This design comes from an exercise in tuning for small area, a short achievable clock period and few clock cycles on the open sky130 flow, not from production work.
In this exercise RTL edits were held to simulation tests only and were not proved equivalent to the original.
Power figures rest on the tool's default switching activity, not on a simulated workload.

$ cat design.v
`timescale 1ns/10ps
module DT(
	input 			clk,
	input			reset,
	output	reg		done ,
	output	reg		sti_rd ,
	output	reg 	[9:0]	sti_addr ,
	input		[15:0]	sti_di,
	output	reg		res_wr ,
	output	reg		res_rd ,
	output	reg 	[13:0]	res_addr ,
	output		[7:0]	res_do,
	input		[7:0]	res_di,
	output  reg fwpass_finish
	);
localparam OP_INIT  = 3'd0;
localparam OP_W     = 3'd1;    
localparam OP_RD    = 3'd2;    
localparam OP_FETCH = 3'd3;    
localparam OP_F     = 3'd4;    
localparam OP_FIX   = 3'd5;    
localparam OP_DONE  = 3'd6;
reg [2:0] op;
reg       bwd;
reg [1:0] slot;           
reg [5:0] far, mid, near;
reg       vf, vm, vn;
reg [5:0] rdo;
reg       pred;
reg       nb;             
reg       la_any, la_more, la_adj, pos0;
reg [3:0] la_nx;          
assign res_do = {2'b00, rdo};
wire [6:0] arow = res_addr[13:7];
wire [6:0] acol = res_addr[6:0];
wire [3:0] apos = res_addr[3:0];
wire [5:0] di = res_di[5:0];
wire       c_fr = far < rdo;
wire       c_mr = mid < rdo;
wire       c_mf = mid < far;
wire       sel_r = !c_fr && !c_mr;
wire       sel_f = !sel_r && !c_mf;
wire [5:0] mk = sel_r ? rdo : (sel_f ? far : mid);        
wire [5:0] rdo1 = (&rdo) ? rdo : rdo + 6'd1;
wire [5:0] far1 = (&far) ? far : far + 6'd1;
wire [5:0] mid1 = (&mid) ? mid : mid + 6'd1;
wire [5:0] mk1 = sel_r ? rdo1 : (sel_f ? far1 : mid1);
wire [5:0] di1 = di + 6'd1;                              
wire       flt = di < rdo;
wire       fgt = rdo < di;
wire       dlt = flt && (di < far) && (di < mid);
wire [5:0] m1 = dlt ? di1 : mk1;
wire       mz = (mk == 6'd0) || (di == 6'd0);
wire       zks = (vm && mid == 6'd0) || (vn && near == 6'd0);
wire [1:0] s0 = !vm ? 2'd0 : !vn ? 2'd1 : 2'd2;
wire [6:0] rowp1 = arow + 7'd1;
wire [6:0] rowm1 = arow - 7'd1;
wire [6:0] colp1 = acol + 7'd1;
wire [6:0] colp2 = acol + 7'd2;
wire [6:0] colm1 = acol - 7'd1;
wire [6:0] colm2 = acol - 7'd2;
wire [6:0] colps = (s0 == 2'd0) ? acol : (s0 == 2'd1) ? colp1 : colp2;
wire [6:0] colms = (s0 == 2'd0) ? acol : (s0 == 2'd1) ? colm1 : colm2;
wire [15:0] bits;                        
genvar gi;
generate for (gi = 0; gi < 16; gi = gi + 1) begin : g_bits
	assign bits[gi] = sti_di[15-gi];
end endgenerate
wire [3:0] nbi = (op == OP_W) ? apos + 4'd2 : apos;
wire       nb_n = bits[nbi];
wire inter_n = (arow != 7'd0) && (arow != 7'd127) && (acol <= 7'd125);
wire objn = inter_n && nb;
wire [15:0] meff = bits & {bits[14:0], 1'b1};
wire [15:0] msh = {meff[14:0], 1'b0};
wire        refresh = sti_rd;           
integer k;
reg [15:0] below;
always @(*) begin
	for (k = 0; k < 16; k = k + 1) below[k] = refresh || (k < la_nx);
end
wire [15:0] cand = meff & below;
wire [7:0] a1, m1t, i1;
wire [3:0] a2, m2; wire [7:0] i2;
wire [1:0] a3, m3; wire [5:0] i3;
generate for (gi = 0; gi < 8; gi = gi + 1) begin : g_t1
	assign a1[gi] = cand[2*gi+1] | cand[2*gi];
	assign m1t[gi] = cand[2*gi+1] & cand[2*gi];
	assign i1[gi] = cand[2*gi+1];
end endgenerate
generate for (gi = 0; gi < 4; gi = gi + 1) begin : g_t2
	assign a2[gi] = a1[2*gi+1] | a1[2*gi];
	assign m2[gi] = m1t[2*gi+1] | m1t[2*gi] | (a1[2*gi+1] & a1[2*gi]);
	assign i2[2*gi+1] = a1[2*gi+1];
	assign i2[2*gi] = a1[2*gi+1] ? i1[2*gi+1] : i1[2*gi];
end endgenerate
generate for (gi = 0; gi < 2; gi = gi + 1) begin : g_t3
	assign a3[gi] = a2[2*gi+1] | a2[2*gi];
	assign m3[gi] = m2[2*gi+1] | m2[2*gi] | (a2[2*gi+1] & a2[2*gi]);
	assign i3[3*gi+2] = a2[2*gi+1];
	assign i3[3*gi+1:3*gi] = a2[2*gi+1] ? i2[4*gi+3:4*gi+2] : i2[4*gi+1:4*gi];
end endgenerate
wire       s_any = a3[1] | a3[0];
wire       s_more = m3[1] | m3[0] | (a3[1] & a3[0]);
wire [3:0] s_nx = a3[1] ? {1'b1, i3[5:3]} : {1'b0, i3[2:0]};
wire       s_adj = refresh ? (pos0 && meff[15]) : msh[la_nx];
wire       wany = |meff;
reg [2:0] n_op; reg n_bwd; reg [1:0] n_slot;
reg [5:0] n_far, n_mid, n_near; reg n_vf, n_vm, n_vn;
reg [5:0] n_rdo; reg n_pred;
reg [13:0] n_addr; reg n_rd, n_wr, n_srd; reg [9:0] n_saddr; reg n_done, n_fw;
reg mv;                   
reg n_pos0;
reg [2:0] np_op;
reg np_mv, np_one, np_srd, np_done, np_rd, np_wr, np_pos0;
reg [13:0] np_addr;
wire lastw = (sti_addr == 10'd8);
always @(*) begin
	np_op = OP_FETCH; np_mv = 1'b0; np_one = 1'b0; np_srd = 1'b0; np_done = 1'b0;
	np_rd = 1'b0; np_wr = 1'b0; np_addr = res_addr; np_pos0 = pos0;
	if (sti_rd) begin
		if (op == OP_FETCH && !wany) begin
			if (lastw) begin np_op = OP_DONE; np_done = 1'b1; end
			else begin np_srd = 1'b1; np_pos0 = 1'b0; end
		end
	end else if (la_any) begin
		np_mv = 1'b1; np_rd = 1'b1; np_pos0 = (la_nx == 4'd0);
		np_srd = !la_more && !lastw;
		if (la_adj && !zks) begin
			np_op = OP_RD; np_addr = {rowp1, colms};
		end else begin
			np_op = OP_F; np_wr = 1'b1; np_one = 1'b1; np_addr = {sti_addr, la_nx};
		end
	end else if (lastw) begin
		np_op = OP_DONE; np_done = 1'b1;
	end else begin
		np_srd = 1'b1; np_pos0 = 1'b0;
	end
end
wire fix = (op == OP_F) && (res_wr ? flt : fgt);
wire [5:0] rval = (op == OP_F && flt) ? di : rdo;
always @(*) begin
	n_op = op; n_bwd = bwd; n_slot = slot;
	n_far = far; n_mid = mid; n_near = near; n_vf = vf; n_vm = vm; n_vn = vn;
	n_rdo = rdo; n_pred = pred;
	n_addr = res_addr; n_rd = 1'b0; n_wr = 1'b0; n_srd = 1'b0; n_saddr = sti_addr;
	n_done = 1'b0; n_fw = 1'b0; mv = 1'b0; n_pos0 = pos0;
	case (op)
	OP_INIT: begin
		n_bwd = 1'b0; n_op = OP_W; n_wr = 1'b1; n_addr = 14'd0; n_rdo = 6'd0;
		n_saddr = 10'd1; n_vf = 1'b0; n_vm = 1'b0; n_vn = 1'b0;
	end
	OP_W: begin
		if (sti_rd) n_saddr = sti_addr + 10'd1;
		if (res_addr == 14'd16383) begin
			n_op = OP_FETCH; n_bwd = 1'b1; n_srd = 1'b1; n_saddr = 10'd1015;
			n_pred = 1'b1; n_pos0 = 1'b0;
		end else begin
			n_far = mid; n_mid = near; n_vf = vm; n_vm = vn; n_vn = 1'b0;
			if (objn && !(rdo == 6'd0 || zks)) begin
				n_op = OP_RD; n_slot = s0; n_rd = 1'b1;
				n_addr = {rowm1, colps};
			end else begin
				n_op = OP_W; n_wr = 1'b1; n_rdo = {5'd0, objn};
				n_addr = {(acol == 7'd127) ? rowp1 : arow, colp1};
				n_srd = (apos == 4'hd); n_fw = (res_addr == 14'd16382);
			end
		end
	end
	OP_RD: begin
		if (slot == 2'd2) begin
			n_near = di; n_vn = 1'b1;
			n_rdo = m1;
			if (!bwd) begin
				n_op = OP_W; n_wr = 1'b1; n_srd = (apos == 4'hf);
				n_addr = {rowp1, colm1};
			end else begin
				n_op = OP_F; n_rd = 1'b1; n_wr = pred || mz;
				n_addr = {rowm1, colp1};
			end
		end else begin
			if (slot == 2'd0) begin n_far = di; n_vf = 1'b1; end
			else begin n_mid = di; n_vm = 1'b1; end
			n_slot = slot + 2'd1; n_op = OP_RD; n_rd = 1'b1;
			n_addr = {arow, bwd ? colm1 : colp1};
		end
	end
	OP_DONE: begin
		n_done = 1'b1;
	end
	default: begin  
		if (op == OP_F) n_pred = !flt;
		if (fix) begin
			n_op = OP_FIX; n_wr = 1'b1; n_rdo = rval;
		end else begin
			n_op = np_op; n_slot = s0; n_addr = np_addr;
			n_rd = np_rd; n_wr = np_wr; n_srd = np_srd; n_done = np_done;
			n_pos0 = np_pos0; mv = np_mv;
			n_rdo = np_one ? 6'd1 : rval;
			if (np_srd) n_saddr = sti_addr - 10'd1;
			if (np_mv) begin
				n_vn = 1'b0;
				if (la_adj) begin
					n_far = mid; n_mid = near; n_vf = vm; n_vm = vn;
				end else begin
					n_vf = 1'b0; n_vm = 1'b0;
				end
			end
		end
	end
	endcase
end
always @(posedge clk or negedge reset) begin
	if (!reset) begin
		op <= OP_INIT; res_rd <= 1'b0; res_wr <= 1'b0; sti_rd <= 1'b0;
		done <= 1'b0; fwpass_finish <= 1'b0;
	end else begin
		op <= n_op; res_rd <= n_rd; res_wr <= n_wr; sti_rd <= n_srd;
		done <= n_done; fwpass_finish <= n_fw;
	end
end
always @(posedge clk) begin
	bwd <= n_bwd; slot <= n_slot;
	far <= n_far; mid <= n_mid; near <= n_near; vf <= n_vf; vm <= n_vm; vn <= n_vn;
	rdo <= n_rdo; pred <= n_pred; pos0 <= n_pos0;
	res_addr <= n_addr; sti_addr <= n_saddr;
	if (!bwd) begin
		if (op != OP_RD || slot == 2'd2) nb <= nb_n;
	end
	if (bwd && (refresh || mv)) begin
		la_any <= s_any; la_more <= s_more; la_nx <= s_nx; la_adj <= s_adj;
	end
end
endmodule
$ cat config.mk
export PLATFORM = sky130hd
export DESIGN_NAME = DT
export DESIGN_NICKNAME = DT
export VERILOG_FILES = /design/flow/design.v
export SDC_FILE = /design/flow/constraint.sdc
export NUM_CORES = 4
export LEC_CHECK = 0
export CAP_MARGIN = 20
export CORE_MARGIN = 2
export CORE_UTILIZATION = 70
export CTS_BUF_LIST = sky130_fd_sc_hd__clkbuf_8
export CTS_CLUSTER_SIZE = 40
export PLACE_DENSITY = 0.8
export SETUP_SLACK_MARGIN = 2.2
export SLEW_MARGIN = 20
$ cat standard.sh
#!/bin/bash
# synth_recipe.tcl (not shown) runs the flow's synth.tcl, then flattens the netlist and writes it again
# the make line also repeats each setting of config.mk as NAME=value (left out here)
make -C /OpenROAD-flow-scripts/flow DESIGN_CONFIG=/design/flow/config.mk WORK_HOME=/design/flow/orfs CLKGATE_MAP_FILE= SYNTH_SCRIPT=/design/flow/synth_recipe.tcl "${@:-finish}"
$ cat flow/run.sh
#!/bin/bash
# The standard layout, with the port buffers made from the smallest buffer cell.
set -euo pipefail
bash standard.sh 'BUFFER_PORTS_ARGS=-buffer_cell sky130_fd_sc_hd__buf_1' finish > layout.log 2>&1
$ cat constraint.sdc
create_clock -name core_clock -period 5.0 [get_ports {clk}]
set_input_delay 1.0000 -clock core_clock [delete_from_list [all_inputs] [get_ports {clk}]]
set_output_delay 1.0000 -clock core_clock [all_outputs]
set_load 0.01 [all_outputs]
==> results of run 1 <==
[state kept, by name, summed over array words and instances, names as in the netlist, 2 cells and up]
| signal | count |
|---|---|
| op | 3 |
| rdo | 6 |
| mid | 6 |
| la_nx | 4 |
| slot | 2 |
| far | 6 |
| sti_addr | 10 |
| near | 6 |
| res_addr | 14 |
[cell type report]
cell class              count  area, sq um
fillers                   515         1262
multi-input cells         679         4961
clock inverters             7        73.82
flip-flops and latches     71         2093
repair buffers            130        862.1
inverters                  43        186.4
well taps                 133        166.4
clock buffers               9        123.9
[worst max-delay path by stage]
| stage | end | cells after the start | start | slack, ps |
|---|---|---|---|---|
| 2_1_floorplan | far[0] | 9 | res_di[1] | 2140 |
| 3_3_place_gp | rdo[4] | 7 | res_di[2] | 1180 |
| 3_5_place_dp | rdo[5] | 7 | res_di[2] | 1060 |
| 4_1_cts | res_addr[9] | 12 | res_di[1] | 2140 |
| 5_1_grt | rdo[2] | 8 | op[0] | 1960 |
| 6_report | rdo[2] | 8 | op[0] | 1850 |
[per-stage QoR]
stage	total power (W)	hold WS, ps	instances	utilization (%)
finish	0.006750	597.6	1072	87.02
detailed placement	0.005118	542.8	989	75.32
global route	0.007023	628.1	1072	87.02
floorplan	0.004178	517.9	839	-
global placement	0.004941	540.8	989	75.32
CTS	0.005945	554.6	1036	81.58
[cells by family after synthesis]
family | after synthesis | synth area share, %
and+or+nand+nor | 315 | 22.49
AOI/OAI and AO/OA | 231 | 21.35
buffers and inverters | 90 | 5.512
DFF | 71 | 29.83
adders and majority gates | 54 | 9.633
xor gates and xnor gates | 40 | 4.995
muxes | 36 | 6.136
other | 1 | 0.05346
[synth_stat cells, drive strengths merged, types with 18 or more instances]
cell,n
nand2,104
edfxtp,63
o21ai,62
ha,54
a21oi,51
nor2,49
nand3,45
inv,42
clkbuf,32
xnor2,26
mux2i,25
nor3,22
nand4,18
[critical path, cell delays in order (launching register included)]
cell and delay [ps]:
dfrtp_1 750, clkinv_1 550, and2_1 350, nand4b_1 220, buf_4 180, nand2_4 70, buf_4 140, a21oi_2 340
o22ai_1 240
[routing by layer]
layer  part of all wire (%)  track usage [%]  vias to the layer above
li1                       -                -                     3323
met1                     33            52.12                     3612
met4                    8.2            17.76                        2
met3                     14            8.709                      287
met2                     45            68.89                      897
met5                   0.11                0                        -
[power by group through the flow]
stage	Combinational (W)	Clock [W]	Sequential (W)
2_1_floorplan	0.00274	0	0.00144
3_3_place_gp	0.00324	0	0.00170
3_5_place_dp	0.00340	0	0.00172
4_1_cts	0.00378	0.000473	0.00169
5_1_grt	0.00477	0.000509	0.00174
6_report	0.00453	0.000500	0.00173
[repair_timing]
action                     in CTS  in global routing
buffers inserted               30                 34
cloned                          1                  2
resized for setup              35                 53
setup endpoints to repair      73                 73
pin swaps                      16                 18
==> reports/qor.csv, run 1 <==
stage,metric,value,unit
synth,Area contributors post-synth,"edfxtp_1 27%, ha_1 9.6%, nand2_1 5.6%",
timing,fmax,0.3178,GHz
global_route,largest net degree at the start of global routing,25,
timing,Final WS setup,1853,ps
power,Switching Fraction,52.17,%
cts,Clock Tree Buf Depth,2,
placement,Post-Place Worst Slack,1063,ps
critical_path,CP Class,flop to flop,
min_path,worst hold path type,flop to flop,
drt,DRC,0,
floorplanning,num ports,63,
finish,layout cell share with drive strength beyond 1,18.96,%
critical_path,CP required,5070,ps
synth,Mean Syn Cell Area,8.370,sq um
placement,Final GP Congestion,0.9572,
global_route,initial antenna violation count,0,
global_route,total gr overflow,0,
synth,cell taking the most area after synthesis,edfxtp_1,
cts,hold buffer count at CTS,0,
power,PwrDens,797.3,nW/um^2
floorplanning,Cell Rows,36,
synth,Synth cell types,76,
critical_path,Max Fanout on Critical Path,11,
power,combinational share of power,67.0,%
timing,# setup viols final,0,
finish,# diodes,0,
finish,post-route cell area,8467,sq um
power,Seq pwr share,25.6,%
global_route,vias in the first global route,7066,
drt,WL/cell,24.27,um
drt,DRT Pass-1 Iters,9,
critical_path,RR Endpoint,rdo[2],
synth,"Seq/Total Area, Yosys",29.83,%
floorplanning,Core Footprint,9729,sq um
synth,top_reg_cell synth,edfxtp_1,
synth,number of enable flip-flop cells after synthesis,63,
cts,clock root buffer master,clkbuf_8,
min_path,hold path startpoint,near[1],
power,Clock power frac,7.4,%
power,Peak VDD IR,0.6025,mV
critical_path,r2r setup slk,1850,ps
cts,"Reg clk slew, reported paths",90,ps
run,max cap viols,0,
drt,via count,8121,
floorplanning,Die Footprint,10840,sq um
drt,Vias/cell,7.576,
status,status,"complete, no violations",
timing,Fin. Hold Viols,0,
timing,normalized max-slew margin,38.43,%
finish,"commonest non-fill, non-tap cell in the layout",nand2_1,
timing,worst slew pin tran,922.6,ps
cts,CTS tree,built,
drt,Post-Route WL,26.02,mm
finish,Nets,1014,
power,Leakage,3.311,nW
synth,ys async rst share,11.27,%
timing,final setup skew,20.92,ps
finish,area grow syn2layout,20.71,%
synth,Cells after Synth,838,
synth,Yosys top cell area share,26.97,%
timing,Final period util,62.93,%
min_path,Hold Crit Depth,2,
timing,min cycle time layout,3147,ps
floorplanning,die width,104.1,um
min_path,Hold Path End,mid[1],
synth,post-synthesis cell area,7014,sq um
timing,max-slew violations,0,
power,Internal,0.003228,W
placement,post-DP HPWL,15.38,mm
critical_path,CP arrival,3210,ps
cts,clock sinks,71,
floorplanning,Initial Util,72.09,%
floorplanning,Die H,104.1,um
drt,Iter 0 DRT Violations,1478,
cts,CTS H-tree lvls,3,
drt,ANT nets after route,0,
cts,clk latency of the worst-skew pair,380,ps
power,Switching Power,0.003522,W
critical_path,worst reg2reg startpoint,op[0],
timing,RSZ-0062 raised after global routing,yes,
placement,dpl cell area,7328,sq um
placement,port bufs,58,
global_route,first-pass GRT wire length,35.97,mm
finish,most frequent cells in the layout,"100 x nand2_1, 63 x edfxtp_1, 62 x buf_4",
synth,#FFs+latches synth,71,
critical_path,Setup crit end kind,flop,
critical_path,r2r worst-path depth,8,
global_route,GRT Total Usage,41.33,%
cts,cts bufs inserted,9,
timing,TNS Setup,0,ps
critical_path,startpoint type of the worst setup path,flop,
synth,synth warn,1,
Testbench counts, summed over its fixed seeds: cycles 587,452.
==> run 2: changes to the inputs <==
--- a/config.mk
+++ b/config.mk
@@ -7,9 +7,9 @@
 export LEC_CHECK = 0
 export CAP_MARGIN = 20
 export CORE_MARGIN = 2
-export CORE_UTILIZATION = 70
+export CORE_UTILIZATION = 40
 export CTS_BUF_LIST = sky130_fd_sc_hd__clkbuf_8
-export CTS_CLUSTER_SIZE = 40
+export CTS_CLUSTER_SIZE = 30
 export PLACE_DENSITY = 0.8
 export SETUP_SLACK_MARGIN = 2.2
 export SLEW_MARGIN = 20
==> run 2 against run 1 <==
Against the previous run:
- still clean
- clock power decreased by 18%
- fmax up 13%
- cell count rose by 4.7%
- sequential power barely moved
- synthesized cell count unchanged
- clock skew down 7.8 ps
- die area rose by 72%
- worst hold slack worse by 65 ps
- critical endpoint is now rdo[0]
- largest cell class unchanged
==> reports/qor.csv, run 2 <==
stage,metric,value,unit,change
status,status,"complete, no violations",,
critical_path,startpoint type of the worst setup path,input port,,
synth,ys async rst share,11.27,%,unchanged
critical_path,critical path's top delay family,compound AO/OA/AOI/OAI gates,,
critical_path,crit path cell chain,buf_1 -> buf_6 -> ha_1 -> o2111ai_2 -> a21oi_1 -> a311oi_2 -> nand4b_1 -> buf_6 -> buf_4 -> mux2i_1 -> o31a_1,,
finish,# diodes,0,,unchanged
timing,final setup skew,13.10,ps,-7.818 ps
placement,placed cell count,1080,,+9.2%
critical_path,r2r setup slk,2230,ps,+380 ps
finish,Largest register FFs,14,,unchanged
finish,Reg with most FFs,res_addr,,
timing,Fin. Hold Viols,0,,unchanged
cts,clock sinks,71,,unchanged
timing,Final period util,55.62,%,-7.3 points
global_route,initial antenna violation count,0,,unchanged
critical_path,crit-path max cell delay,300,ps,-450 ps
synth,post-synthesis cell area,7014,sq um,unchanged
floorplanning,Die Footprint,18610,sq um,+72%
finish,layout cell share with drive strength beyond 1,12.60,%,-6.4 points
timing,TNS Setup,0,ps,unchanged
synth,number of enable flip-flop cells after synthesis,63,,unchanged
synth,cell taking the most area after synthesis,edfxtp_1,,
critical_path,r2r worst-path depth,8,,unchanged
power,Tot Pwr,0.006039,W,-11%
drt,Iter 0 DRT Violations,935,,-37%
cts,Clock Tree Buf Depth,2,,unchanged
critical_path,CP required,5130,ps,+60 ps
floorplanning,num ports,63,,unchanged
drt,Post-Route WL,21.18,mm,-19%
cts,clock root buffer master,clkbuf_8,,
cts,CTS tree,built,,
timing,max-slew violations,0,,unchanged
placement,post-DP HPWL,14.83,mm,-3.6%
drt,ANT nets after route,0,,unchanged
placement,Final GP Congestion,0.9629,,+0.60%
critical_path,CP arrival,2910,ps,-300 ps
synth,Synth cell types,76,,unchanged
finish,top flop regs,"res_addr (14), sti_addr (10)",,
critical_path,RR Endpoint,res_addr[4],,
global_route,first-pass GRT wire length,33.47,mm,-7.0%
placement,port bufs,58,,unchanged
finish,area grow syn2layout,14.77,%,
synth,synth warn,1,,unchanged
min_path,worst hold path type,input port to asynchronous set/reset pin,,
floorplanning,die width,136.4,um,+31%
placement,dpl cell area,7436,sq um,+1.5%
floorplanning,Core Footprint,17240,sq um,+77%
cts,hold buffer count at CTS,0,,unchanged
global_route,GRT Total Usage,22.88,%,-18 points
timing,RSZ-0062 raised after global routing,yes,,
floorplanning,Cell Rows,48,,+33%
timing,worst slew pin tran,913.5,ps,-9.117 ps
synth,Mean Syn Cell Area,8.370,sq um,unchanged
timing,# setup viols final,0,,unchanged
cts,CTS H-tree lvls,3,,unchanged
critical_path,worst path bufs/invs,4,,+1
finish,most frequent cells in the layout,"101 x nand2_1, 63 x edfxtp_1, 58 x o21ai_0",,
timing,min cycle time layout,2781,ps,-365.8 ps
synth,top_reg_cell synth,edfxtp_1,,
power,Peak VDD IR,0.4344,mV,-28%
critical_path,Max Fanout on Critical Path,6,,-5
finish,post-route cell area,8050,sq um,-4.9%
finish,Nets,972,,-4.1%
power,PwrDens,750.2,nW/um^2,-5.9%
run,max cap viols,0,,unchanged
critical_path,Setup crit end kind,flop,,
critical_path,"Slowest-stage cell, CP",ha_1,,
floorplanning,Initial Util,40.69,%,-31 points
synth,Area contributors post-synth,"edfxtp_1 27%, ha_1 9.6%, nand2_1 5.6%",,
synth,"top cells by count, synth","104 x nand2_1, 63 x edfxtp_1, 59 x o21ai_0",,
timing,normalized max-slew margin,39.04,%,+0.61 points
synth,"Seq/Total Area, Yosys",29.83,%,unchanged
global_route,largest net degree at the start of global routing,27,,+8.0%
power,Leakage,3.060,nW,-7.6%
synth,#FFs+latches synth,71,,unchanged
synth,most frequent cell after synthesis,nand2_1,,
timing,fmax,0.3596,GHz,+13%
finish,"commonest non-fill, non-tap cell in the layout",nand2_1,,
global_route,total gr overflow,0,,unchanged
cts,clk latency of the worst-skew pair,380,ps,about the same
drt,DRC,0,,unchanged
drt,WL/cell,18.88,um,-22%
drt,DRT Pass-1 Iters,6,,-3
cts,"Reg clk slew, reported paths",80,ps,about the same
floorplanning,Die H,136.4,um,+31%
synth,Cells after Synth,838,,unchanged
critical_path,"most used cell, CP",buf_6,,
drt,Vias/cell,6.285,,-17%
global_route,vias in the first global route,6489,,-8.2%
critical_path,worst reg2reg startpoint,res_addr[0],,
finish,final non-filler cell total,1122,,+4.7%
cts,cts bufs inserted,9,,unchanged
drt,via count,7052,,-13%
critical_path,CP Class,input port to flop,,
finish,FILL cells,1626,,+220%
synth,Yosys top cell area share,26.97,%,unchanged
==> run 2: cell types whose count changed in the layout (fill, tap and decap cells not counted), moves of 2 or more <==
cell      delta
clkinv_4     -2
a21oi_1      +3
ha_4         -3
a21oi_2      -2
ha_1         +3
nor2_1       +3
nand3_2      -3
nor2_2       -3
nand3_1      +4
inv_1        +2
buf_4       -39
==> run 2: cell families (layout without fill, tap and decap cells) <==
family / Yosys count / after routing / share of synthesized area [%]
simple gates: 315 / 315 / 22.49
flops: 71 / 71 / 29.83
compound gates: 231 / 231 / 21.35
other cells: 1 / 2 / 0.05346
xor+xnor: 40 / 40 / 4.995
fa+ha+maj: 54 / 54 / 9.633
buf+inv: 90 / 148 / 5.512
mux: 36 / 36 / 6.136
==> run 2: through the flow <==
stage	worst slack (ps)	hold slack (ps)	util, %
final	2219	532.5	46.70
after global routing	2144	556.4	46.70
after CTS	2154	536.7	45.88
after detailed placement	970.4	540.5	43.14
after global placement	1022	533.6	43.14
after floorplan	2139	517.9	-
==> run 2: area by class of cell <==
class / instances / area [sq um] / share of cell area [%]
clock buffer: 9 / 123.9 / 1.539
clock inverter: 7 / 33.78 / 0.4196
inverter: 43 / 186.4 / 2.316
multi-input combinational: 678 / 4808 / 59.73
sequential: 71 / 2095 / 26.02
tap: 225 / 281.5 / 3.497
timing repair buffer: 89 / 521.8 / 6.481
==> run 2: worst max path at each step <==
stage / depth (start not counted) / to / from
after floorplan: 9 / far[0] / res_di[1]
after global placement: 7 / rdo[4] / res_di[5]
after detailed placement: 7 / rdo[5] / res_di[5]
after CTS: 7 / nb / op[1]
after global routing: 12 / res_addr[11] / res_di[1]
final: 11 / rdo[0] / res_di[2]
==> run 2: per-layer routing <==
layer	global-route usage [%]	vias to the layer above	routed length, um
met1	30.82	3363	8734
li1	-	3246	-
met4	8.507	0	529
met2	37.47	397	10080
met3	3.020	46	1832
met5	0	-	0
==> run 2: report_power, final <==
part | leakage [nW] | internal (W) | switching (W) | total, W
sequential | 0.722 | 0.00114 | 0.000551 | 0.00170
combinational | 2.24 | 0.00164 | 0.00229 | 0.00394
clock | 0.0942 | 0.000172 | 0.000236 | 0.000409
total | 3.06 | 0.00296 | 0.00308 | 0.00604
==> run 2: what timing repair did <==
item	CTS	global route
pin swaps	10	2
setup endpoints to repair	80	51
cloned	0	0
setup buffers	15	11
gates resized for setup	41	16
==> run 3: changes to the inputs <==
--- a/config.mk
+++ b/config.mk
@@ -9,7 +9,8 @@
 export CORE_MARGIN = 2
 export CORE_UTILIZATION = 40
 export CTS_BUF_LIST = sky130_fd_sc_hd__clkbuf_8
-export CTS_CLUSTER_SIZE = 30
+export CTS_CLUSTER_DIAMETER = 200
+export CTS_CLUSTER_SIZE = 100
 export PLACE_DENSITY = 0.8
 export SETUP_SLACK_MARGIN = 2.2
 export SLEW_MARGIN = 20
==> run 3 against run 2 <==
Against the previous run:
- critical path type unchanged
- register-to-register slack about the same
- largest power group unchanged
- critical endpoint unchanged
- largest cell class unchanged
- power unchanged
- routed wire length unchanged
- worst setup slack unchanged
==> reports/qor.csv, run 3 <==
stage,metric,value,unit,change
drt,DRC,0,,unchanged
synth,cell taking the most area after synthesis,edfxtp_1,,
synth,Area contributors post-synth,"edfxtp_1 27%, ha_1 9.6%, nand2_1 5.6%",,
power,Clock power frac,6.8,%,about the same
synth,#FFs+latches synth,71,,unchanged
cts,cts bufs inserted,9,,unchanged
cts,clock root buffer master,clkbuf_8,,
drt,Iter 0 DRT Violations,935,,unchanged
finish,"commonest non-fill, non-tap cell in the layout",nand2_1,,
finish,Reg with most FFs,res_addr,,
synth,top_reg_cell synth,edfxtp_1,,
critical_path,r2r worst-path depth,8,,unchanged
synth,Mean Syn Cell Area,8.370,sq um,unchanged
critical_path,"Slowest-stage cell, CP",ha_1,,
cts,clock sinks,71,,unchanged
floorplanning,Core Footprint,17240,sq um,unchanged
power,Switching Fraction,51.02,%,unchanged
floorplanning,num ports,63,,unchanged
global_route,initial antenna violation count,0,,unchanged
synth,post-synthesis cell area,7014,sq um,unchanged
floorplanning,Initial Util,40.69,%,unchanged
power,Internal,0.002958,W,unchanged
global_route,GRT Total Usage,22.88,%,unchanged
synth,most frequent cell after synthesis,nand2_1,,
finish,FILL cells,1626,,unchanged
cts,"Reg clk slew, reported paths",80,ps,about the same
timing,Fin. Hold Viols,0,,unchanged
critical_path,CP arrival,2910,ps,about the same
floorplanning,Die Footprint,18610,sq um,unchanged
synth,ys async rst share,11.27,%,unchanged
finish,most frequent cells in the layout,"101 x nand2_1, 63 x edfxtp_1, 58 x o21ai_0",,
power,Peak VDD IR,0.4344,mV,unchanged
finish,# diodes,0,,unchanged
finish,Nets,972,,unchanged
cts,Clock Tree Buf Depth,2,,unchanged
global_route,first-pass GRT wire length,33.47,mm,unchanged
timing,normalized max-slew margin,39.04,%,unchanged
global_route,total gr overflow,0,,unchanged
drt,ANT nets after route,0,,unchanged
timing,RSZ-0062 raised after global routing,yes,,
critical_path,worst reg2reg startpoint,res_addr[0],,
critical_path,CP required,5130,ps,about the same
critical_path,CP Class,input port to flop,,
timing,TNS Setup,0,ps,unchanged
floorplanning,die width,136.4,um,unchanged
floorplanning,Cell Rows,48,,unchanged
critical_path,Max Fanout on Critical Path,6,,unchanged
finish,top flop regs,"res_addr (14), sti_addr (10)",,
timing,max-slew violations,0,,unchanged
drt,Post-Route WL,21.18,mm,unchanged
drt,Vias/cell,6.285,,unchanged
timing,worst slew pin tran,913.5,ps,unchanged
run,max cap viols,0,,unchanged
power,PwrDens,750.2,nW/um^2,unchanged
synth,Synth cell types,76,,unchanged
critical_path,crit-path max cell delay,300,ps,about the same
synth,number of enable flip-flop cells after synthesis,63,,unchanged
cts,CTS H-tree lvls,3,,unchanged
finish,final non-filler cell total,1122,,unchanged
critical_path,"most used cell, CP",buf_6,,
cts,CTS tree,built,,
finish,layout cell share with drive strength beyond 1,12.60,%,unchanged
timing,min cycle time layout,2781,ps,unchanged
timing,final setup skew,13.10,ps,unchanged
timing,Fin Hold WS,532.5,ps,unchanged
status,status,"complete, no violations",,
synth,"Seq/Total Area, Yosys",29.83,%,unchanged
placement,placed cell count,1080,,unchanged
synth,Yosys top cell area share,26.97,%,unchanged
power,Seq pwr share,28.1,%,about the same
placement,post-DP HPWL,14.83,mm,unchanged
finish,area grow syn2layout,14.77,%,unchanged
critical_path,RR Endpoint,res_addr[4],,
finish,Largest register FFs,14,,unchanged
placement,Final GP Congestion,0.9629,,unchanged
synth,"top cells by count, synth","104 x nand2_1, 63 x edfxtp_1, 59 x o21ai_0",,
power,combinational share of power,65.2,%,about the same
drt,WL/cell,18.88,um,unchanged
floorplanning,Die H,136.4,um,unchanged
global_route,vias in the first global route,6489,,unchanged
drt,DRT Pass-1 Iters,6,,unchanged
synth,Cells after Synth,838,,unchanged
global_route,largest net degree at the start of global routing,27,,unchanged
timing,# setup viols final,0,,unchanged
timing,fmax,0.3596,GHz,unchanged
critical_path,Setup crit end kind,flop,,
critical_path,crit path cell chain,buf_1 -> buf_6 -> ha_1 -> o2111ai_2 -> a21oi_1 -> a311oi_2 -> nand4b_1 -> buf_6 -> buf_4 -> mux2i_1 -> o31a_1,,
placement,port bufs,58,,unchanged
cts,clk latency of the worst-skew pair,380,ps,about the same
critical_path,r2r setup slk,2230,ps,about the same
power,Switching Power,0.003081,W,unchanged
critical_path,startpoint type of the worst setup path,input port,,
synth,synth warn,1,,unchanged
min_path,worst hold path type,input port to asynchronous set/reset pin,,
drt,via count,7052,,unchanged
power,Leakage,3.060,nW,unchanged
timing,Final period util,55.62,%,unchanged
-- run 3: cell counts in the layout (fill, tap and decap cells not counted) --
No cell type changed its count.
-- run 3: worst max path at each step --
stage,startpoint,endpoint,slack [ps],cells after the start
after floorplan,res_di[1],far[0],2140,9
after global placement,res_di[5],rdo[4],1020,7
after detailed placement,res_di[5],rdo[5],970,7
after CTS,op[1],nb,2150,7
after global routing,res_di[1],res_addr[11],2140,12
final,res_di[2],rdo[0],2220,11
-- run 3: critical path: cells and delay by family --
family | cells | cell delay, ps
muxes | 1 | 110
buffers and inverters | 4 | 520
adders and majority gates | 1 | 300
AOI/OAI and AO/OA | 4 | 820
and+or+nand+nor | 1 | 170
-- run 3: logic make-up (layout without fill, tap and decap cells) --
kind of cell | after synthesis | count (layout) | synth area share [%]
simple gates | 315 | 315 | 22.49
compound gates | 231 | 231 | 21.35
buf+inv | 90 | 148 | 5.512
flops | 71 | 71 | 29.83
fa+ha+maj | 54 | 54 | 9.633
xor+xnor | 40 | 40 | 4.995
mux | 36 | 36 | 6.136
other cells | 1 | 2 | 0.05346
-- run 3: final cells by class --
class,count,area [sq um],share of cell area [%]
Clock buffer,9,123.9,1.539
Clock inverter,7,33.78,0.4196
Inverter,43,186.4,2.316
Multi-Input combinational cell,678,4808,59.73
Sequential cell,71,2095,26.02
Tap cell,225,281.5,3.497
Timing Repair Buffer,89,521.8,6.481
-- run 3: power by group through the flow --
| stage | Clock (W) | Combinational (W) | Sequential [W] |
|---|---|---|---|
| 6_report | 0.000409 | 0.00394 | 0.00170 |
| 2_1_floorplan | 0 | 0.00274 | 0.00144 |
| 5_1_grt | 0.000431 | 0.00428 | 0.00175 |
| 3_5_place_dp | 0 | 0.00335 | 0.00173 |
| 4_1_cts | 0.000411 | 0.00368 | 0.00171 |
| 3_3_place_gp | 0 | 0.00327 | 0.00172 |
-- run 3: metrics by stage --
step | setup WS (ps) | cell area (sq um) | utilization [%] | total power (W)
detailed placement | 970.4 | 7436 | 43.14 | 0.005082
global route | 2144 | 8050 | 46.70 | 0.006460
global placement | 1022 | 7436 | 43.14 | 0.004985
CTS | 2154 | 7909 | 45.88 | 0.005798
finish | 2219 | 8050 | 46.70 | 0.006039
floorplan | 2139 | 7119 | - | 0.004178
-- run 3: timing repair --
action / in CTS / in global routing
setup endpoints to repair: 80 / 51
hold buffers: 0 / 0
resized for setup: 41 / 16
pin swaps: 10 / 2
cloned: 0 / 0
setup buffers: 15 / 11
-- run 3: routing by layer --
layer	vias up	share of wire (%)	track usage, %
met3	46	8.7	3.020
li1	3246	-	-
met5	-	0	0
met2	397	48	37.47
met4	0	2.5	8.507
met1	3363	41	30.82
==> run 4: changes to the inputs <==
--- a/config.mk
+++ b/config.mk
@@ -9,8 +9,7 @@
 export CORE_MARGIN = 2
 export CORE_UTILIZATION = 40
 export CTS_BUF_LIST = sky130_fd_sc_hd__clkbuf_8
-export CTS_CLUSTER_DIAMETER = 200
-export CTS_CLUSTER_SIZE = 100
-export PLACE_DENSITY = 0.8
-export SETUP_SLACK_MARGIN = 2.2
+export CTS_CLUSTER_SIZE = 40
+export PLACE_DENSITY = 0.7
+export SETUP_SLACK_MARGIN = 2.1
 export SLEW_MARGIN = 20
==> run 4 against run 3 <==
Against the previous run:
- first-iteration DRC count decreased by 37%
- power decreased by 0.33%
- global-route usage decreased by 0.56 points
- synthesized area unchanged
- highest routed layer unchanged
==> reports/qor.csv, run 4 <==
stage,metric,value,unit,change
status,status,"complete, no violations",,
timing,RSZ-0062 raised after global routing,yes,,
synth,post-synthesis cell area,7014,sq um,unchanged
synth,most frequent cell after synthesis,nand2_1,,
power,Leakage,3.068,nW,+0.27%
placement,Final GP Congestion,0.9407,,-2.3%
finish,multi-input logic area,4751,sq um,-1.2%
synth,"top cells by count, synth","104 x nand2_1, 63 x edfxtp_1, 59 x o21ai_0",,
placement,port bufs,58,,unchanged
critical_path,r2r setup slk,2140,ps,-90 ps
synth,cell taking the most area after synthesis,edfxtp_1,,
global_route,total gr overflow,0,,unchanged
synth,number of enable flip-flop cells after synthesis,63,,unchanged
timing,# setup viols final,0,,unchanged
critical_path,critical path depth in cells,12,,+1
critical_path,CP Class,input port to flop,,
finish,most frequent cells in the layout,"102 x nand2_1, 63 x edfxtp_1, 58 x o21ai_0",,
critical_path,r2r worst-path depth,7,,-1
finish,layout cell share with drive strength beyond 1,12.10,%,-0.50 points
synth,top_reg_cell synth,edfxtp_1,,
cts,clk latency of the worst-skew pair,360,ps,-20 ps
synth,"Seq/Total Area, Yosys",29.83,%,unchanged
drt,Iter 0 DRT Violations,588,,-37%
floorplanning,Die H,136.4,um,unchanged
timing,Final WS setup,2064,ps,-154.9 ps
timing,min cycle time layout,2936,ps,+154.9 ps
timing,worst slew pin tran,855.2,ps,-58.22 ps
critical_path,critical path's top delay family,compound AO/OA/AOI/OAI gates,,
timing,TNS Setup,0,ps,unchanged
finish,Reg with most FFs,res_addr,,
synth,Synth cell types,76,,unchanged
critical_path,"Slowest-stage cell, CP",a311oi_2,,
finish,"commonest non-fill, non-tap cell in the layout",nand2_1,,
finish,top flop regs,"res_addr (14), sti_addr (10)",,
timing,fmax,0.3406,GHz,-5.3%
timing,max-slew violations,0,,unchanged
drt,ANT nets after route,0,,unchanged
timing,Fin. Hold Viols,0,,unchanged
cts,clock sinks,71,,unchanged
finish,Nets,976,,+0.41%
synth,Yosys top cell area share,26.97,%,unchanged
synth,ys async rst share,11.27,%,unchanged
drt,Vias/cell,6.099,,-3.0%
synth,#FFs+latches synth,71,,unchanged
global_route,vias in the first global route,6339,,-2.3%
critical_path,RR Endpoint,nb,,
power,PwrDens,748.5,nW/um^2,-0.22%
cts,"Reg clk slew, reported paths",80,ps,about the same
timing,final setup skew,9.091,ps,-4.013 ps
critical_path,worst reg2reg startpoint,op[1],,
critical_path,Critical path origin,res_di[5],,
placement,Post-Place Worst Slack,1055,ps,+84.47 ps
drt,DRC,0,,unchanged
critical_path,crit path cell chain,buf_1 -> buf_6 -> buf_12 -> ha_4 -> a211oi_2 -> nand2_1 -> a311oi_2 -> nand4b_1 -> buf_6 -> buf_6 -> mux2i_1 -> o31a_1,,
global_route,first-pass GRT wire length,32.82,mm,-1.9%
synth,Mean Syn Cell Area,8.370,sq um,unchanged
drt,WL/cell,18.49,um,-2.0%
critical_path,worst path bufs/invs,5,,+1
critical_path,Worst Setup EP,rdo[0],,
global_route,GRT Total Usage,22.31,%,-0.56 points
synth,Area contributors post-synth,"edfxtp_1 27%, ha_1 9.6%, nand2_1 5.6%",,
timing,Final period util,58.71,%,+3.1 points
drt,DRT Pass-1 Iters,7,,+1
finish,# diodes,0,,unchanged
cts,CTS H-tree lvls,3,,unchanged
placement,post-DP HPWL,14.97,mm,+0.99%
critical_path,crit-path max cell delay,370,ps,+70 ps
power,Peak VDD IR,0.4160,mV,-4.2%
run,max cap viols,0,,unchanged
drt,Post-Route WL,20.83,mm,-1.7%
global_route,initial antenna violation count,0,,unchanged
critical_path,CP required,5110,ps,-20 ps
floorplanning,Die Footprint,18610,sq um,unchanged
critical_path,startpoint type of the worst setup path,input port,,
cts,Clock Tree Buf Depth,2,,unchanged
drt,via count,6868,,-2.6%
synth,synth warn,1,,unchanged
critical_path,"most used cell, CP",buf_6,,
finish,FILL cells,1687,,+3.8%
cts,clock root buffer master,clkbuf_8,,
timing,normalized max-slew margin,42.92,%,+3.9 points
finish,area grow syn2layout,14.64,%,
finish,Largest register FFs,14,,unchanged
min_path,worst hold path type,input port to asynchronous set/reset pin,,
critical_path,CP arrival,3050,ps,+140 ps
floorplanning,Cell Rows,48,,unchanged
synth,Cells after Synth,838,,unchanged
floorplanning,Initial Util,40.69,%,unchanged
critical_path,Max Fanout on Critical Path,6,,unchanged
cts,hold buffer count at CTS,0,,unchanged
floorplanning,num ports,63,,unchanged
critical_path,Setup crit end kind,flop,,
global_route,largest net degree at the start of global routing,27,,unchanged
cts,cts bufs inserted,9,,unchanged
floorplanning,die width,136.4,um,unchanged
floorplanning,Core Footprint,17240,sq um,unchanged
cts,CTS tree,built,,
finish,register area,2095,sq um,unchanged
-- run 4: cell counts after synthesis --
No cell type changed its count.
-- run 4: worst register-to-register path, stage by stage, from the launching register on --
cell and delay [ps]:
dfrtp_2 520, nor2_1 140, buf_4 210, nand2_2 250
inv_8 240, xnor2_4 180, mux4_2 530, mux4_2 540
-- run 4: report_power, final --
group / internal [W] / switching [W]
Clock: 0.000231 / 0.000241
Combinational: 0.00161 / 0.00222
Sequential: 0.00114 / 0.000573
-- run 4: worst min path at each step --
stage	endpoint	slack, ps	cells past startpoint
floorplan	mid[2]	520	2
global placement	mid[2]	540	2
detailed placement	mid[2]	530	2
CTS	mid[2]	560	2
global route	done	580	1
finish	res_wr	560	1
-- run 4: kinds of logic (layout without fill, tap and decap cells) --
family | after synthesis | in the layout | synth area share, %
compound gates | 231 | 231 | 21.35
other cells | 1 | 2 | 0.05346
simple gates | 315 | 315 | 22.49
fa+ha+maj | 54 | 54 | 9.633
mux | 36 | 36 | 6.136
xor+xnor | 40 | 40 | 4.995
flops | 71 | 71 | 29.83
buf+inv | 90 | 152 | 5.512
-- run 4: stage by stage --
stage                     instance area (sq um)  utilization (%)  hold slack (ps)  std cells  power, W
after floorplan                            7071                -            517.9        839  0.004158
after global placement                     7395            42.90            537.0       1081  0.005012
after detailed placement                   7395            42.90            534.9       1081  0.005072
after CTS                                  7838            45.47            557.0       1115  0.005779
after global routing                       8041            46.65            577.6       1126  0.006483
final                                      8041            46.65            555.4       1126  0.006019
-- run 4: final cells by class --
class / count / share of cell area, %
well taps: 225 / 3.501
inverters: 43 / 2.101
repair buffers: 93 / 6.831
clock buffers: 9 / 1.540
multi-input cells: 678 / 59.08
flip-flops and latches: 71 / 26.05
clock inverters: 7 / 0.9024
-- run 4: repair_timing --
action	in CTS	in global routing
setup endpoints to repair	67	65
cloned	0	0
setup buffers	18	11
resized for setup	22	25
pin swaps	5	12
-- run 4: routing by layer --
layer  up-vias  track usage, %  routed length, um
li1       3243               -                  -
met1      3290           30.62               9159
met2       294           35.76               9868
met3        41           2.759               1232
met4         0           8.738                564
met5         -               0                  0
==> run 5: changes to the inputs <==
--- a/design.v
+++ b/design.v
@@ -67,9 +67,10 @@
 	assign bits[gi] = sti_di[15-gi];
 end endgenerate
 wire [3:0] nbi = (op == OP_W) ? apos + 4'd2 : apos;
-wire       nb_n = bits[nbi];
-wire inter_n = (arow != 7'd0) && (arow != 7'd127) && (acol <= 7'd125);
-wire objn = inter_n && nb;
+wire       colw = (op == OP_W) ? (acol != 7'd125 && acol != 7'd126) : (acol != 7'd0 && acol != 7'd127);
+wire [6:0] nrow = (op == OP_W && acol < 7'd126) ? arow : rowp1;
+wire       nb_n = bits[nbi] && colw && nrow != 7'd0 && nrow != 7'd127;
+wire objn = nb;
 wire [15:0] meff = bits & {bits[14:0], 1'b1};
 wire [15:0] msh = {meff[14:0], 1'b0};
 wire        refresh = sti_rd;           
@@ -151,7 +152,7 @@
 	end
 	OP_W: begin
 		if (sti_rd) n_saddr = sti_addr + 10'd1;
-		if (res_addr == 14'd16383) begin
+		if (fwpass_finish) begin
 			n_op = OP_FETCH; n_bwd = 1'b1; n_srd = 1'b1; n_saddr = 10'd1015;
 			n_pred = 1'b1; n_pos0 = 1'b0;
 		end else begin
--- a/config.mk
+++ b/config.mk
@@ -10,6 +10,6 @@
 export CORE_UTILIZATION = 40
 export CTS_BUF_LIST = sky130_fd_sc_hd__clkbuf_8
 export CTS_CLUSTER_SIZE = 40
-export PLACE_DENSITY = 0.7
-export SETUP_SLACK_MARGIN = 2.1
+export PLACE_DENSITY = 0.8
+export SETUP_SLACK_MARGIN = 2.2
 export SLEW_MARGIN = 20
==> run 5 against run 4 <==
Against the previous run:
- register-to-register slack improved by 110 ps
- critical endpoint is now rdo[1]
- highest routed layer unchanged
- critical path depth rose by 1
- non-clock buffer count grew 7
- synthesized cell count is 3.7% higher
==> reports/qor.csv, run 5 <==
stage,metric,value,unit,change
critical_path,CP required,5090,ps,-20 ps
synth,number of enable flip-flop cells after synthesis,63,,unchanged
finish,most frequent cells in the layout,"95 x nand2_1, 63 x edfxtp_1, 61 x nor2_1",,
floorplanning,Core Footprint,17780,sq um,+3.2%
critical_path,startpoint type of the worst setup path,input port,,
floorplanning,Initial Util,40.42,%,-0.27 points
synth,"top cells by count, synth","95 x nand2_1, 65 x nor2_1, 63 x edfxtp_1",,
synth,ys async rst share,11.27,%,unchanged
synth,cell taking the most area after synthesis,edfxtp_1,,
cts,clk latency of the worst-skew pair,360,ps,about the same
timing,TNS Setup,0,ps,unchanged
drt,Vias/cell,6.335,,+3.9%
synth,Mean Syn Cell Area,8.270,sq um,-1.2%
cts,cts bufs inserted,9,,unchanged
timing,max-slew violations,0,,unchanged
critical_path,worst path bufs/invs,6,,+1
cts,hold buffer count at CTS,0,,unchanged
global_route,vias in the first global route,6673,,+5.3%
global_route,GRT Total Usage,21.37,%,-0.94 points
synth,#FFs+latches synth,71,,unchanged
finish,top flop regs,"res_addr (14), sti_addr (10)",,
timing,worst slew pin tran,1137,ps,+281.8 ps
finish,"commonest non-fill, non-tap cell in the layout",nand2_1,,
finish,Reg with most FFs,res_addr,,
cts,Clock Tree Buf Depth,2,,unchanged
synth,most frequent cell after synthesis,nand2_1,,
critical_path,crit path cell chain,buf_1 -> buf_6 -> inv_4 -> ha_4 -> nand4_1 -> o21bai_4 -> buf_6 -> a211oi_4 -> buf_12 -> buf_4 -> nor2_1 -> a21oi_1 -> o22ai_1,,
drt,DRC,0,,unchanged
critical_path,CP Class,input port to flop,,
global_route,total gr overflow,0,,unchanged
power,Internal,0.0009157,W,-69%
timing,Final period util,55.99,%,-2.7 points
synth,synth warn,1,,unchanged
floorplanning,Die Footprint,19060,sq um,+2.4%
finish,layout cell share with drive strength beyond 1,14.58,%,+2.5 points
global_route,initial antenna violation count,0,,unchanged
drt,via count,7361,,+7.2%
timing,Fin. Hold Viols,0,,unchanged
drt,Iter 0 DRT Violations,1118,,+90%
synth,top_reg_cell synth,edfxtp_1,,
synth,Synth cell types,84,,+11%
synth,post-synthesis cell area,7187,sq um,+2.5%
power,Peak VDD IR,0.1100,mV,-74%
placement,post-DP HPWL,14.67,mm,-2.0%
cts,CTS tree,built,,
power,Seq pwr share,52.1,%,+24 points
floorplanning,Die H,138.0,um,+1.2%
synth,"Seq/Total Area, Yosys",29.11,%,-0.72 points
critical_path,crit-path max cell delay,270,ps,-100 ps
power,combinational share of power,8.9,%,-55 points
timing,# setup viols final,0,,unchanged
timing,fmax,0.3572,GHz,+4.9%
power,PwrDens,145.3,nW/um^2,-81%
floorplanning,num ports,63,,unchanged
finish,# diodes,0,,unchanged
floorplanning,Cell Rows,49,,+2.1%
timing,min cycle time layout,2799,ps,-136.4 ps
timing,final setup skew,9.444,ps,+0.3530 ps
critical_path,"Slowest-stage cell, CP",a211oi_4,,
timing,normalized max-slew margin,23.92,%,-19 points
timing,RSZ-0062 raised after global routing,yes,,
finish,area grow syn2layout,17.18,%,
drt,Post-Route WL,21.60,mm,+3.7%
synth,Cells after Synth,869,,+3.7%
finish,Largest register FFs,14,,unchanged
synth,Area contributors post-synth,"edfxtp_1 26%, ha_1 9.1%, nand2_1 5.0%",,
drt,DRT Pass-1 Iters,7,,unchanged
cts,clock root buffer master,clkbuf_8,,
floorplanning,die width,138.0,um,+1.2%
finish,Nets,1006,,+3.1%
drt,WL/cell,18.59,um,+0.49%
cts,"Reg clk slew, reported paths",80,ps,about the same
placement,port bufs,58,,unchanged
power,Clock power frac,39.0,%,+31 points
status,status,"complete, no violations",,
placement,Final GP Congestion,0.9302,,-1.1%
critical_path,Setup crit end kind,flop,,
run,max cap viols,0,,unchanged
critical_path,CP arrival,2890,ps,-160 ps
critical_path,"most used cell, CP",buf_6,,
cts,CTS H-tree lvls,3,,unchanged
min_path,worst hold path type,flop to flop,,
cts,clock sinks,71,,unchanged
drt,ANT nets after route,0,,unchanged
power,Switching Power,0.0003083,W,-90%
power,Tot Pwr,0.001224,W,-80%
synth,Yosys top cell area share,26.32,%,-0.65 points
power,Switching Fraction,25.19,%,-25 points
power,Leakage,3.236,nW,+5.5%
global_route,first-pass GRT wire length,34.04,mm,+3.7%
critical_path,critical path's top delay family,compound AO/OA/AOI/OAI gates,,
finish,FILL cells,1666,,-1.2%
critical_path,Max Fanout on Critical Path,7,,+1
global_route,largest net degree at the start of global routing,29,,+7.4%
==> run 5: worst register-to-register path, cell delays in order (launching register included) <==
cell and delay (ps):
edfxtp_1 530, inv_1 220, ha_1 330, nand2_1 40, o21ai_0 230, a41oi_2 300, or2_2 440, a2111oi_2 420
nor2_1 100
==> run 5: worst paths after layout <==
path / from / end / slack [ps] / cells past startpoint
max: res_di[2] / rdo[1] / 2200 / 13
min: near[0] / mid[0] / 550 / 2
max reg2reg: rdo[1] / res_wr / 2250 / 8
min reg2reg: near[0] / mid[0] / 550 / 2
min in group asynchronous: reset / fwpass_finish / 560 / 1
max in group asynchronous: reset / op[0] / 4090 / 1
==> run 5: kinds of logic (layout without fill, tap and decap cells) <==
kind of cell | after synthesis | in the layout | share of synthesized area [%]
AO/OA/AOI/OAI | 245 | 245 | 23.45
XOR/XNOR | 36 | 36 | 4.492
adder cells (fa/ha/maj) | 54 | 54 | 9.331
buffers and inverters | 108 | 171 | 5.832
flip-flops | 71 | 71 | 29.11
multiplexers | 38 | 38 | 6.145
other | 1 | 2 | 0.05218
AND/OR/NAND/NOR | 316 | 316 | 21.59
==> run 5: stage by stage <==
step / util [%] / area (sq um) / hold slack [ps] / setup WS [ps] / instances
floorplan: - / 7269 / 507.4 / 2192 / 870
global placement: 42.86 / 7621 / 517.8 / 1539 / 1112
detailed placement: 42.86 / 7621 / 524.7 / 1471 / 1112
CTS: 45.74 / 8132 / 543.0 / 2124 / 1141
global route: 47.37 / 8422 / 567.0 / 2132 / 1162
finish: 47.37 / 8422 / 547.9 / 2201 / 1162
==> run 5: final cells by class <==
type	instances	area (sq um)	share of cell area (%)
multi-input combinational	691	5006	59.44
sequential	71	2096	24.88
timing repair buffer	100	615.6	7.309
tap	229	286.5	3.402
inverter	55	220.2	2.615
clock buffer	9	123.9	1.471
clock inverter	7	73.82	0.8765
==> run 5: repair_timing <==
item                                    4_1_cts  5_1_grt
setup buffers                                13       21
endpoints found under the setup margin       80       70
hold endpoints to repair                      0        0
pin swaps                                    11       15
resized for setup                            32       33
==> run 5: power groups by stage <==
stage | sequential [W] | clock [W] | combinational [W]
final | 0.000638 | 0.000477 | 0.000109
after global routing | 0.000638 | 0.000501 | 0.000118
after CTS | 0.000638 | 0.000476 | 0.0000956
after detailed placement | 0.000652 | 0 | 0.0000839
after global placement | 0.000652 | 0 | 0.0000820
after floorplan | 0.000652 | 0 | 0.0000480
==> run 5: metal layers <==
layer | GRT usage (%) | vias up | wire length (um) | share of wire [%]
met1 | 29.05 | 3466 | 8998 | 42
met5 | 0 | - | 0 | 0
li1 | - | 3384 | - | -
met2 | 34.78 | 454 | 10100 | 47
met3 | 3.464 | 57 | 1917 | 8.9
met4 | 7.250 | 0 | 582 | 2.7
Testbench counts of run 5, summed over its fixed seeds: cycles 587,452.
==> run 6: changes to the inputs <==
--- a/design.v
+++ b/design.v
@@ -67,10 +67,9 @@
 	assign bits[gi] = sti_di[15-gi];
 end endgenerate
 wire [3:0] nbi = (op == OP_W) ? apos + 4'd2 : apos;
-wire       colw = (op == OP_W) ? (acol != 7'd125 && acol != 7'd126) : (acol != 7'd0 && acol != 7'd127);
-wire [6:0] nrow = (op == OP_W && acol < 7'd126) ? arow : rowp1;
-wire       nb_n = bits[nbi] && colw && nrow != 7'd0 && nrow != 7'd127;
-wire objn = nb;
+wire       nb_n = bits[nbi];
+wire inter_n = (arow != 7'd0) && (arow != 7'd127) && (acol <= 7'd125);
+wire objn = inter_n && nb;
 wire [15:0] meff = bits & {bits[14:0], 1'b1};
 wire [15:0] msh = {meff[14:0], 1'b0};
 wire        refresh = sti_rd;           
@@ -152,7 +151,7 @@
 	end
 	OP_W: begin
 		if (sti_rd) n_saddr = sti_addr + 10'd1;
-		if (fwpass_finish) begin
+		if (res_addr == 14'd16383) begin
 			n_op = OP_FETCH; n_bwd = 1'b1; n_srd = 1'b1; n_saddr = 10'd1015;
 			n_pred = 1'b1; n_pos0 = 1'b0;
 		end else begin
==> flow/run.sh (replaced) <==
#!/bin/bash
# The standard layout, with the port buffers made from the smallest buffer cell
# and the non-critical cells downsized after global routing.
set -euo pipefail
bash standard.sh 'BUFFER_PORTS_ARGS=-buffer_cell sky130_fd_sc_hd__buf_1' 'RECOVER_POWER=50' finish > layout.log 2>&1
==> run 6 against run 5 <==
Against the previous run:
- cell count fell by 3.4%
- combinational power rose to 36 times the previous value
- first-iteration DRC count fell by 16%
- die area fell by 2.3%
- cell area fell by 5.4%
- fmax fell by 17%
- still clean
- register-to-register slack got worse by 640 ps
- sequential power rose to 2.6 times the previous value
- via count fell by 3.5%
- critical endpoint is now res_addr[1]
- routed wire length fell by 2.2%
- worst setup slack got worse by 590 ps
==> reports/qor.csv, run 6 <==
stage,metric,value,unit,change
status,status,"complete, no violations",,
floorplanning,num ports,63,,unchanged
floorplanning,Die Footprint,18610,sq um,-2.3%
global_route,GRT Total Usage,22.88,%,+1.5 points
run,max cap viols,0,,unchanged
timing,Final period util,67.71,%,+12 points
synth,ys async rst share,11.27,%,unchanged
floorplanning,Cell Rows,48,,-2.0%
critical_path,crit-path max cell delay,970,ps,+700 ps
floorplanning,Core Footprint,17240,sq um,-3.1%
floorplanning,Die H,136.4,um,-1.2%
timing,normalized max-slew margin,15.55,%,-8.4 points
synth,Cells after Synth,838,,-3.6%
synth,Synth cell types,76,,-9.5%
timing,min cycle time layout,3385,ps,+586.1 ps
timing,max-slew violations,0,,unchanged
critical_path,crit path cell chain,inv_1 -> ha_1 -> and2_0 -> a221oi_1 -> clkbuf_1 -> mux2_2 -> a32oi_1 -> o221ai_1,,
critical_path,CP arrival,3470,ps,+580 ps
finish,Reg with most FFs,res_addr,,
synth,#FFs+latches synth,71,,unchanged
placement,Final GP Congestion,0.9629,,+3.5%
synth,top_reg_cell synth,edfxtp_1,,
power,combinational share of power,65.0,%,+56 points
placement,dpl cell area,7436,sq um,-2.4%
cts,clock root buffer master,clkbuf_8,,
drt,Post-Route WL,21.13,mm,-2.2%
cts,Clock Tree Buf Depth,2,,unchanged
timing,Fin. Hold Viols,0,,unchanged
critical_path,worst path bufs/invs,2,,-4
global_route,largest net degree at the start of global routing,27,,-6.9%
min_path,worst hold path type,input port to asynchronous set/reset pin,,
finish,"commonest non-fill, non-tap cell in the layout",nand2_1,,
cts,clk latency of the worst-skew pair,380,ps,+20 ps
finish,most frequent cells in the layout,"104 x nand2_1, 63 x edfxtp_1, 58 x o21ai_0",,
cts,cts bufs inserted,9,,unchanged
synth,Mean Syn Cell Area,8.370,sq um,+1.2%
power,Peak VDD IR,0.4338,mV,+290%
finish,register area,2093,sq um,-0.12%
floorplanning,Initial Util,40.69,%,+0.27 points
synth,most frequent cell after synthesis,nand2_1,,
placement,post-DP HPWL,14.83,mm,+1.1%
drt,DRC,0,,unchanged
drt,WL/cell,18.83,um,+1.3%
power,Leakage,3.014,nW,-6.8%
power,Switching Power,0.003071,W,+900%
critical_path,startpoint type of the worst setup path,flop,,
global_route,total gr overflow,0,,unchanged
power,PwrDens,753.8,nW/um^2,+420%
synth,"Seq/Total Area, Yosys",29.83,%,+0.72 points
synth,Area contributors post-synth,"edfxtp_1 27%, ha_1 9.6%, nand2_1 5.6%",,
critical_path,"Slowest-stage cell, CP",clkbuf_1,,
synth,synth warn,1,,unchanged
finish,post-route cell area,7969,sq um,-5.4%
cts,CTS H-tree lvls,3,,unchanged
synth,post-synthesis cell area,7014,sq um,-2.4%
timing,Fin Hold WS,533.2,ps,-14.79 ps
synth,Yosys top cell area share,26.97,%,+0.65 points
synth,"top cells by count, synth","104 x nand2_1, 63 x edfxtp_1, 59 x o21ai_0",,
finish,area grow syn2layout,13.61,%,
cts,clock sinks,71,,unchanged
drt,via count,7100,,-3.5%
critical_path,Setup crit end kind,flop,,
power,Switching Fraction,51.13,%,+26 points
drt,Vias/cell,6.328,,-0.11%
finish,top flop regs,"res_addr (14), sti_addr (10)",,
cts,hold buffer count at CTS,0,,unchanged
synth,cell taking the most area after synthesis,edfxtp_1,,
critical_path,CP required,5090,ps,about the same
timing,# setup viols final,0,,unchanged
finish,Nets,972,,-3.4%
timing,RSZ-0062 raised after global routing,yes,,
finish,layout cell share with drive strength beyond 1,10.59,%,-4.0 points
global_route,vias in the first global route,6489,,-2.8%
timing,fmax,0.2954,GHz,-17%
power,Clock power frac,6.8,%,-32 points
drt,DRT Pass-1 Iters,8,,+1
global_route,initial antenna violation count,0,,unchanged
drt,ANT nets after route,0,,unchanged
drt,Iter 0 DRT Violations,934,,-16%
placement,port bufs,58,,unchanged
critical_path,CP Class,flop to flop,,
power,Internal,0.002936,W,+220%
floorplanning,die width,136.4,um,-1.2%
synth,number of enable flip-flop cells after synthesis,63,,unchanged
critical_path,critical path's top delay family,buffers and inverters,,
timing,TNS Setup,0,ps,unchanged
critical_path,Max Fanout on Critical Path,26,,+19
power,Seq pwr share,28.2,%,-24 points
finish,# diodes,0,,unchanged
finish,multi-input logic area,4778,sq um,-4.5%
global_route,first-pass GRT wire length,33.47,mm,-1.7%
timing,final setup skew,14.24,ps,+4.797 ps
cts,"Reg clk slew, reported paths",80,ps,about the same
finish,FILL cells,1643,,-1.4%
timing,worst slew pin tran,1267,ps,+129.7 ps
finish,Largest register FFs,14,,unchanged
cts,CTS tree,built,,
run 6: cell count changes after synthesis, sizes merged, moves of 9 or more:
cell / previous run / this run
nor2: 65 / 49
inv: 54 / 42
clkbuf: 42 / 32
nand2: 95 / 104
run 6: path summary, 6_finish.rpt:
| check | start | end | slack [ps] | cells after the start |
|---|---|---|---|---|
| hold reg to reg | near[2] | mid[2] | 570 | 2 |
| min in group core_clock | near[2] | mid[2] | 570 | 2 |
| setup / recovery | mid[1] | res_addr[1] | 1610 | 8 |
| setup reg to reg | mid[1] | res_addr[1] | 1610 | 8 |
| hold / removal | reset | fwpass_finish | 530 | 1 |
| max in group asynchronous | reset | op[1] | 4110 | 1 |
run 6: area by class of cell:
type,instances,area share (%)
timing repair buffer,89,5.919
inverter,43,2.339
multi-input combinational,678,59.96
clock buffer,9,1.554
sequential,71,26.27
clock inverter,7,0.4239
tap,225,3.533
run 6: what timing repair did:
action	4_1_cts	5_1_grt
gates resized for setup	41	16
buffers inserted	15	11
setup endpoints to repair	80	51
pin swaps	10	2
run 6: through the flow:
step / util, % / std cells / worst slack [ps] / power [W]
after global placement: 43.14 / 1080 / 1022 / 0.004985
after detailed placement: 43.14 / 1080 / 970.4 / 0.005082
final: 46.23 / 1122 / 1615 / 0.006007
after floorplan: - / 839 / 2139 / 0.004178
after global routing: 46.23 / 1122 / 1554 / 0.006425
after CTS: 45.88 / 1111 / 2154 / 0.005798
run 6: layer usage:
| layer | GRT usage [%] | share of wire, % |
|---|---|---|
| met1 | 30.82 | 41 |
| met2 | 37.47 | 47 |
| met3 | 3.020 | 8.7 |
| met4 | 8.507 | 3.0 |
| met5 | 0 | 0 |
run 6: power by group through the flow:
| stage | clock, W | sequential (W) | combinational [W] |
|---|---|---|---|
| floorplan | 0 | 0.00144 | 0.00274 |
| global placement | 0 | 0.00172 | 0.00327 |
| detailed placement | 0 | 0.00173 | 0.00335 |
| CTS | 0.000411 | 0.00171 | 0.00368 |
| global route | 0.000431 | 0.00175 | 0.00425 |
| finish | 0.000410 | 0.00169 | 0.00391 |
run 6: cells by family (layout without fill, tap and decap cells):
kind of cell,after synthesis,in the layout,synth area share [%]
AOI/OAI and AO/OA,231,231,21.35
buffers and inverters,90,148,5.512
xor gates and xnor gates,40,40,4.995
other,1,2,0.05346
muxes,36,36,6.136
adders and majority gates,54,54,9.633
and+or+nand+nor,315,315,22.49
DFF,71,71,29.83
run 6: worst register-to-register path, cell delays in order (launching register included):
cell and delay (ps):
edfxtp_1 480, inv_1 150, ha_1 230, and2_0 180, a221oi_1 320, clkbuf_1 970, mux2_2 430, a32oi_1 150
o221ai_1 180
Testbench counts of run 6, summed over its fixed seeds: cycles 587,452.

[separate check: timing with driven ports]
In the flow no input, the clock included, has a driving cell. The finished layouts below were timed again as built, in two steps. Step 1: set_driving_cell puts a clkbuf_16 on clk and a buf_2 on each other input, an assumption about the parent block. Step 2 also shifts input and output timing later by t, the mid clock arrival at the registers, as if the neighbouring blocks saw the same clock. a / b / c = no drivers / after step 1 / after step 2; a / b = the first two.
| run | t (ns) | setup slack, ns | worst setup path after step 2 | clock arrival spread, ns | worst register clock-pin slew, ns |
|---|---|---|---|---|---|
| run 1 | 0.408 | 1.853 / 1.853 / 1.578 | input to register | 0.021 / 0.022 | 0.10 / 0.10 |
| run 2 | 0.415 | 2.219 / 2.234 / 1.820 | input to register | 0.014 / 0.013 | 0.08 / 0.08 |
| run 3 | 0.415 | 2.219 / 2.234 / 1.820 | input to register | 0.014 / 0.013 | 0.08 / 0.08 |
| run 4 | 0.394 | 2.064 / 2.080 / 1.687 | input to register | 0.009 / 0.009 | 0.08 / 0.08 |
| run 5 | 0.395 | 2.201 / 2.215 / 1.820 | input to register | 0.009 / 0.010 | 0.09 / 0.09 |
| run 6 | 0.410 | 1.615 / 1.615 / 1.349 | input to register | 0.015 / 0.015 | 0.08 / 0.08 |
After both steps every run listed still meets setup and hold.
